This design comes from an exercise in tuning for small area and a short achievable clock period on the open sky130 flow, not from production work.
The RTL was checked by simulation tests, not by an equivalence proof against the original design.
The clock port is modelled as an ideal driver; clocking choices that lean on that would not hold on a real chip.
Power figures rest on the tool's default switching activity, not on a simulated workload.

== v58 ==
// Fir
module Fir(reset_n,clk,x_in,y_out);
input reset_n,clk;
input [15:0]x_in;
output [23:0]y_out;
reg [13:0]r4;
reg [17:0]r3;
reg [17:0]r2;
reg [17:0]r1;
reg c3_9;
reg c2_9;
reg c1_9;
wire zx;
wire [17:0]a3_s;
wire [18:0]a3_c;
wire [17:0]a3_r;
wire [18:0]a3_k;
wire [17:0]a2_s;
wire [18:0]a2_c;
wire [17:0]a2_r;
wire [18:0]a2_k;
wire [17:0]a1_s;
wire [18:0]a1_c;
wire [17:0]a1_r;
wire [18:0]a1_k;
wire [17:0]r1i9;
wire [13:0]yg;
wire [13:0]yp;
wire [13:0]yt;
wire [17:0]y;
wire yh1;
wire yh2;
assign zx=~(x_in[2]|x_in[1]|x_in[0]);    
fadd u1(.a(x_in[0]),.b(~x_in[3]),.c(r4[0]),.s(a3_s[0]),.co(a3_c[1]));
fadd u2(.a(x_in[1]),.b(~x_in[4]),.c(r4[1]),.s(a3_s[1]),.co(a3_c[2]));
fadd u3(.a(x_in[2]),.b(~x_in[5]),.c(r4[2]),.s(a3_s[2]),.co(a3_c[3]));
fadd u4(.a(x_in[3]),.b(~x_in[6]),.c(r4[3]),.s(a3_s[3]),.co(a3_c[4]));
fadd u5(.a(x_in[4]),.b(~x_in[7]),.c(r4[4]),.s(a3_s[4]),.co(a3_c[5]));
fadd u6(.a(x_in[5]),.b(~x_in[8]),.c(r4[5]),.s(a3_s[5]),.co(a3_c[6]));
fadd u7(.a(x_in[6]),.b(~x_in[9]),.c(r4[6]),.s(a3_s[6]),.co(a3_c[7]));
fadd u8(.a(x_in[7]),.b(~x_in[10]),.c(r4[7]),.s(a3_s[7]),.co(a3_c[8]));
fadd u9(.a(x_in[8]),.b(~x_in[11]),.c(r4[8]),.s(a3_s[8]),.co(a3_c[9]));
fadd u10(.a(x_in[9]),.b(~x_in[12]),.c(r4[9]),.s(a3_s[9]),.co(a3_c[10]));
fadd u11(.a(x_in[10]),.b(~x_in[13]),.c(r4[10]),.s(a3_s[10]),.co(a3_c[11]));
fadd u12(.a(x_in[11]),.b(~x_in[14]),.c(r4[11]),.s(a3_s[11]),.co(a3_c[12]));
fadd u13(.a(x_in[12]),.b(~x_in[15]),.c(r4[12]),.s(a3_s[12]),.co(a3_c[13]));
assign a3_s[13]=~(x_in[13]^r4[13]);
assign a3_c[14]=x_in[13]|r4[13];
assign a3_s[14]=~(x_in[14]^a3_c[14]);
assign a3_c[15]=x_in[14]|a3_c[14];
assign a3_s[15]=~(x_in[15]^a3_c[15]);
assign a3_c[16]=x_in[15]|a3_c[15];
hadd u14(.a(a3_s[0]),.b(zx),.s(a3_r[0]),.co(a3_k[1]));
fadd u15(.a(a3_s[1]),.b(a3_c[1]),.c(a3_k[1]),.s(a3_r[1]),.co(a3_k[2]));
fadd u16(.a(a3_s[2]),.b(a3_c[2]),.c(a3_k[2]),.s(a3_r[2]),.co(a3_k[3]));
fadd u17(.a(a3_s[3]),.b(a3_c[3]),.c(a3_k[3]),.s(a3_r[3]),.co(a3_k[4]));
fadd u18(.a(a3_s[4]),.b(a3_c[4]),.c(a3_k[4]),.s(a3_r[4]),.co(a3_k[5]));
  ...
Size in the first run: ~340 cells after synthesis, about 42 I/O pins, roughly 4500 um^2 of cells after synthesis.
clock: 10.0 ns
lec_check: 0
cap_margin: 20
core_margin: 2
core_utilization: 40
cts_buf_list: sky130_fd_sc_hd__clkbuf_4 sky130_fd_sc_hd__clkbuf_8
cts_cluster_size: 30
setup_slack_margin: 4.0
slew_margin: 20
synth_hierarchical: 1
synth_minimum_keep_size: 0
standard.sh (not shown) runs the stock make flow with config.mk's settings and CLKGATE_MAP_FILE= SYNTH_SCRIPT=/design/flow/synth_recipe.tcl, a recipe that flattens the netlist after the stock synthesis.
==> flow/flow/run.sh <==
#!/bin/bash
# Own layout flow: the standard flow (standard.sh), with two changes:
#  - clock tree synthesis without dummy load cells (-dont_use_dummy_load),
#  - port buffers start from buf_1 instead of the flow's default choice.
# Each tool's output goes to the ORFS logs under orfs/logs/; make's own output
# goes to flow_make.log here.
set -euo pipefail
bash standard.sh \
  "CTS_ARGS=-sink_clustering_enable -repair_clock_nets -dont_use_dummy_load -sink_clustering_size 30 -buf_list {sky130_fd_sc_hd__clkbuf_4 sky130_fd_sc_hd__clkbuf_8}" \
  "BUFFER_PORTS_ARGS=-buffer_cell sky130_fd_sc_hd__buf_1" \
  finish > flow_make.log 2>&1
Here is what was changed in the inputs of v37 compared with v58.
Settings: a change of SETUP_SLACK_MARGIN from 4.0 to 4.5.
==> run summary <==
v37 went all the way through the flow, and no timing, DRC or antenna check failed.
v37 ends up with a worst setup slack that is 0.40 ns higher than in v58.
sky130_fd_sc_hd__fa_1 as the slowest library cell on the worst path was reported by v58, and sky130_fd_sc_hd__nor4_4 by v37.
v37 vs v58: wire length of the first global-routing pass up in v37
On v37: power in combinational cells is about 18% higher than what v58 gave.
Relative to v58, post-synthesis to final-layout area growth increased by 9.5 points in v37.
Run comparison: v37 endpoint of the worst setup timing path y_out[11]; v58 endpoint of the worst setup timing path r1[8]
v58 vs v37, worst setup path startpoint: x_in[0] vs x_in[3]
Final cell count of v37 exceeds that of v58 slightly.
Relative to v37, the following input files were edited for v8:
Settings: changing SETUP_SLACK_MARGIN from 4.5 to 3.7.
--- outcome ---
All of v37 and v8 finish clean.
Final critical path time including I/O delays and setup delta (v8 − v37): unfavourable
Number of post-CTS setup repair buffers: v8 vs v37 down 4
On number of violations reported at the end of detailed-routing iteration 0: between v37 and v8, it ends up lower for v8.


== run A ==
Another version of the RTL of Fir (not shown whole).
For scale: about 310 cells after synthesis, about 42 I/O pins.
export LEC_CHECK = 0
export CAP_MARGIN = 20
export CORE_MARGIN = 2
export CORE_UTILIZATION = 40
export GPL_TIMING_DRIVEN = 1
export SETUP_SLACK_MARGIN = 4.3
export SLEW_MARGIN = 20
export SYNTH_HIERARCHICAL = 1
export SYNTH_MINIMUM_KEEP_SIZE = 0
create_clock -name core_clock -period 10.0 [get_ports {clk}]
Scripts as last shown in full above: flow/flow/run.sh
Changes in run B relative to run A:
Settings: SETUP_SLACK_MARGIN now 4.4, was 4.3.
==> flow/flow/run.sh <==
#!/bin/bash
# Own layout flow: the standard flow (standard.sh), with these changes:
#  - clock tree synthesis without dummy load cells (-dont_use_dummy_load),
#  - port buffers start from buf_1 instead of the flow's default choice,
set -euo pipefail
bash standard.sh \
  "CTS_ARGS=-sink_clustering_enable -repair_clock_nets -dont_use_dummy_load -sink_clustering_size 30 -buf_list {sky130_fd_sc_hd__clkbuf_4 sky130_fd_sc_hd__clkbuf_8}" \
  "BUFFER_PORTS_ARGS=-buffer_cell sky130_fd_sc_hd__buf_1" \
  "POST_CTS_TCL=$PWD/flow/post_cts.tcl" \
  finish > flow_make.log 2>&1
==> flow/flow/post_cts.tcl (new file) <==
set limit 0.105
proc worst_clk_slew {} {
  set ms 0
  foreach p [get_pins -of_objects [all_registers] -filter "direction==input"] {
    if {[get_property $p name] != "CLK"} continue
    set s [get_property $p slew_max]
    if {$s > $ms} { set ms $s }
  }
  return $ms
}
estimate_parasitics -placement
puts "post_cts: worst clock-pin slew before [worst_clk_slew]"
set block [ord::get_db_block]
foreach inst [$block getInsts] {
  set m [[$inst getMaster] getName]
  if {$m != "sky130_fd_sc_hd__clkbuf_8"} continue
  set name [$inst getName]
  if {![string match "clkbuf_*_f_clk" $name]} continue
  set kept sky130_fd_sc_hd__clkbuf_8
  foreach try {sky130_fd_sc_hd__clkbuf_4 sky130_fd_sc_hd__clkbuf_2} {
    replace_cell [get_cells $name] $try
    estimate_parasitics -placement
    set s [worst_clk_slew]
    if {$s > $limit} { break }
    set kept $try
  }
  replace_cell [get_cells $name] $kept
  estimate_parasitics -placement
  puts "post_cts: $name -> $kept"
}
detailed_placement
check_placement -verbose
estimate_parasitics -placement
puts "post_cts: worst clock-pin slew after [worst_clk_slew]"
[summary]
Multi-input logic portion of the cell area (run B over run A): increase, 0.47 points. Comparing run A with run B, the number of global-route vias before repair came out essentially unchanged. Compared with run A, run B shows a higher fmax. Run A has higher overall track demand over capacity in global routing than run B.
> inputs changed (run B -> run C)
Settings: swapping 4.4 for 4.6 in SETUP_SLACK_MARGIN.
==> flow/flow/run.sh <==
#!/bin/bash
# Own layout flow: the standard flow (standard.sh), with two changes:
#  - clock tree synthesis without dummy load cells (-dont_use_dummy_load),
#  - port buffers start from buf_1 instead of the flow's default choice.
# Each tool's output goes to the ORFS logs under orfs/logs/; make's own output
# goes to flow_make.log here.
set -euo pipefail
bash standard.sh \
  "CTS_ARGS=-sink_clustering_enable -repair_clock_nets -dont_use_dummy_load -sink_clustering_size 30 -buf_list {sky130_fd_sc_hd__clkbuf_4 sky130_fd_sc_hd__clkbuf_8}" \
  "BUFFER_PORTS_ARGS=-buffer_cell sky130_fd_sc_hd__buf_1" \
  finish > flow_make.log 2>&1
removed: flow/flow/post_cts.tcl
==> comparison <==
On source-to-sink clock delay at the later pin of the worst-skew pair, run B and run C are basically level. [compare] base=run B new=run C: ratio of routed vias to standard cells increased by 0.82% relative to the old numbers, worst setup slack increased by 0.095 ns relative to the old numbers, share of total power in the clock network increased by 1.0 points relative to the old numbers, clock-cell share of area increased by 0.52 points relative to the old numbers. Run C vs. run B: finished layout cell area climbed 5.4%, tightest hold margin dropped 0.0066 ns.
What run D does differently from run C at the input level:
Settings: CORE_UTILIZATION changed from 40 to 55; SETUP_SLACK_MARGIN changed from 4.6 to 4.4.
==> flow/flow/run.sh <==
#!/bin/bash
# Own layout flow: the standard flow (standard.sh), with these changes:
#  - clock tree synthesis without dummy load cells (-dont_use_dummy_load),
#  - port buffers start from buf_1 instead of the flow's default choice,
set -euo pipefail
bash standard.sh \
  "CTS_ARGS=-sink_clustering_enable -repair_clock_nets -dont_use_dummy_load -sink_clustering_size 30 -buf_list {sky130_fd_sc_hd__clkbuf_4 sky130_fd_sc_hd__clkbuf_8}" \
  "BUFFER_PORTS_ARGS=-buffer_cell sky130_fd_sc_hd__buf_1" \
  "POST_CTS_TCL=$PWD/flow/post_cts.tcl" \
  finish > flow_make.log 2>&1
==> flow/flow/post_cts.tcl (new file) <==
set limit 0.105
proc worst_clk_slew {} {
  set ms 0
  foreach p [get_pins -of_objects [all_registers] -filter "direction==input"] {
    if {[get_property $p name] != "CLK"} continue
    set s [get_property $p slew_max]
    if {$s > $ms} { set ms $s }
  }
  return $ms
}
estimate_parasitics -placement
puts "post_cts: worst clock-pin slew before [worst_clk_slew]"
set block [ord::get_db_block]
foreach inst [$block getInsts] {
  set m [[$inst getMaster] getName]
  if {$m != "sky130_fd_sc_hd__clkbuf_8"} continue
  set name [$inst getName]
  if {![string match "clkbuf_*_f_clk" $name]} continue
  set kept sky130_fd_sc_hd__clkbuf_8
  foreach try {sky130_fd_sc_hd__clkbuf_4 sky130_fd_sc_hd__clkbuf_2} {
    replace_cell [get_cells $name] $try
    estimate_parasitics -placement
    set s [worst_clk_slew]
    if {$s > $limit} { break }
    set kept $try
  }
  replace_cell [get_cells $name] $kept
  estimate_parasitics -placement
  puts "post_cts: $name -> $kept"
}
detailed_placement
check_placement -verbose
estimate_parasitics -placement
puts "post_cts: worst clock-pin slew after [worst_clk_slew]"
Findings:
Against run C, run D comes in 5.0 points higher on global-route usage.
Shortest clock period the worst path allows after layout is lower on run C
Diff run D and run C: critical path arrival lower in run C
Run D: share of total power consumed by net switching is 1.0 points higher than what run C reported.
Summary of run D over run C: cell row count moved down; total power draw moved down; global routing met2 resource utilization moved up; routed wire length moved down.
Modified inputs, run E compared to run D
Settings: CORE_UTILIZATION now 40, was 55.
==> flow/flow/run.sh <==
#!/bin/bash
# Own layout flow: the standard flow (standard.sh), with two changes:
#  - clock tree synthesis without dummy load cells (-dont_use_dummy_load),
#  - port buffers start from buf_1 instead of the flow's default choice.
# Each tool's output goes to the ORFS logs under orfs/logs/; make's own output
# goes to flow_make.log here.
set -euo pipefail
bash standard.sh \
  "CTS_ARGS=-sink_clustering_enable -repair_clock_nets -dont_use_dummy_load -sink_clustering_size 30 -buf_list {sky130_fd_sc_hd__clkbuf_4 sky130_fd_sc_hd__clkbuf_8}" \
  "BUFFER_PORTS_ARGS=-buffer_cell sky130_fd_sc_hd__buf_1" \
  finish > flow_make.log 2>&1
removed: flow/flow/post_cts.tcl
==> comparison <==
The final layout from run E, which completed every stage, passed the timing, design-rule and antenna checks at the end of the flow.
Sort run E and run D by full die area asc -> top: run D
Final worst slack delta for run E relative to run D: 0.011 ns higher
Sort run E and run D by cell count along the critical path asc -> top: run E
Run E against run D; wire length is up slightly.
Looking at start point of the critical path, the x_in[1] result is from run E; the x_in[4] one comes from run D.
Summary of run E over run D: design area moved up; clock period minus final worst setup slack now sits lower.
Edits applied to the flow inputs when going from run E to run F:
Settings: changing SETUP_SLACK_MARGIN from 4.4 to 4.5.
==> flow/flow/run.sh <==
#!/bin/bash
# Own layout flow: the standard flow (standard.sh), with these changes:
#  - clock tree synthesis without dummy load cells (-dont_use_dummy_load),
#  - port buffers start from buf_1 instead of the flow's default choice,
set -euo pipefail
bash standard.sh \
  "CTS_ARGS=-sink_clustering_enable -repair_clock_nets -dont_use_dummy_load -sink_clustering_size 30 -buf_list {sky130_fd_sc_hd__clkbuf_4 sky130_fd_sc_hd__clkbuf_8}" \
  "BUFFER_PORTS_ARGS=-buffer_cell sky130_fd_sc_hd__buf_1" \
  "POST_CTS_TCL=$PWD/flow/post_cts.tcl" \
  finish > flow_make.log 2>&1
==> flow/flow/post_cts.tcl (new file) <==
set limit 0.105
proc worst_clk_slew {} {
  set ms 0
  foreach p [get_pins -of_objects [all_registers] -filter "direction==input"] {
    if {[get_property $p name] != "CLK"} continue
    set s [get_property $p slew_max]
    if {$s > $ms} { set ms $s }
  }
  return $ms
}
estimate_parasitics -placement
puts "post_cts: worst clock-pin slew before [worst_clk_slew]"
set block [ord::get_db_block]
foreach inst [$block getInsts] {
  set m [[$inst getMaster] getName]
  if {$m != "sky130_fd_sc_hd__clkbuf_8"} continue
  set name [$inst getName]
  if {![string match "clkbuf_*_f_clk" $name]} continue
  set kept sky130_fd_sc_hd__clkbuf_8
  foreach try {sky130_fd_sc_hd__clkbuf_4 sky130_fd_sc_hd__clkbuf_2} {
    replace_cell [get_cells $name] $try
    estimate_parasitics -placement
    set s [worst_clk_slew]
    if {$s > $limit} { break }
    set kept $try
  }
  replace_cell [get_cells $name] $kept
  estimate_parasitics -placement
  puts "post_cts: $name -> $kept"
}
detailed_placement
check_placement -verbose
estimate_parasitics -placement
puts "post_cts: worst clock-pin slew after [worst_clk_slew]"
Findings:
Compare run F and run E | worst-case setup margin in the final layout higher: run F
Taking run E as the reference, in run F period utilization shrank by 0.74 points, post-layout utilization of the core grew by 0.27 points, final number of hold-violating endpoints held steady.
In run F, global-route usage is lower than in run E.
Comparing run F with run E, the later-pin clock latency in the skew report came out essentially unchanged.

## separate check: timing with driven ports
The flow's constraints put no driver on any port. The routed layouts listed below were extracted and timed again, unchanged, in two steps.
Step 1: set_driving_cell puts a clkbuf_16 on clk and a buf_2 on each other input, an assumption about the parent block.
Step 2 times the ports against the registers' clock, not the clock port: input delays grow and output delays shrink by t, the midpoint of the rising clock arrivals with the driver on.
Three values: ideal, step 1, step 2; two values: the first two.
| run | shift t [ns] | slack for setup (ns) | worst hold slack (ns) |
|---|---|---|---|
| v58 | 0.361 | 4.136 / 4.133 / 3.772 | 0.480 / 0.480 / 0.480 |
| v37 | 0.367 | 4.534 / 4.481 / 4.164 | 0.474 / 0.474 / 0.474 |
| v8 | 0.360 | 3.937 / 3.914 / 3.618 | 0.480 / 0.480 / 0.480 |
| run A | 0.355 | 4.405 / 4.395 / 4.040 | 0.480 / 0.480 / 0.480 |
| run B | 0.362 | 4.502 / 4.491 / 4.129 | 0.477 / 0.477 / 0.477 |
| run C | 0.370 | 4.598 / 4.569 / 4.199 | 0.470 / 0.470 / 0.470 |
| run D | 0.357 | 4.487 / 4.490 / 4.133 | 0.487 / 0.487 / 0.487 |
| run E | 0.360 | 4.497 / 4.497 / 4.137 | 0.477 / 0.477 / 0.477 |
| run F | 0.367 | 4.571 / 4.539 / 4.172 | 0.470 / 0.470 / 0.470 |
After both steps every run listed still meets setup and hold.
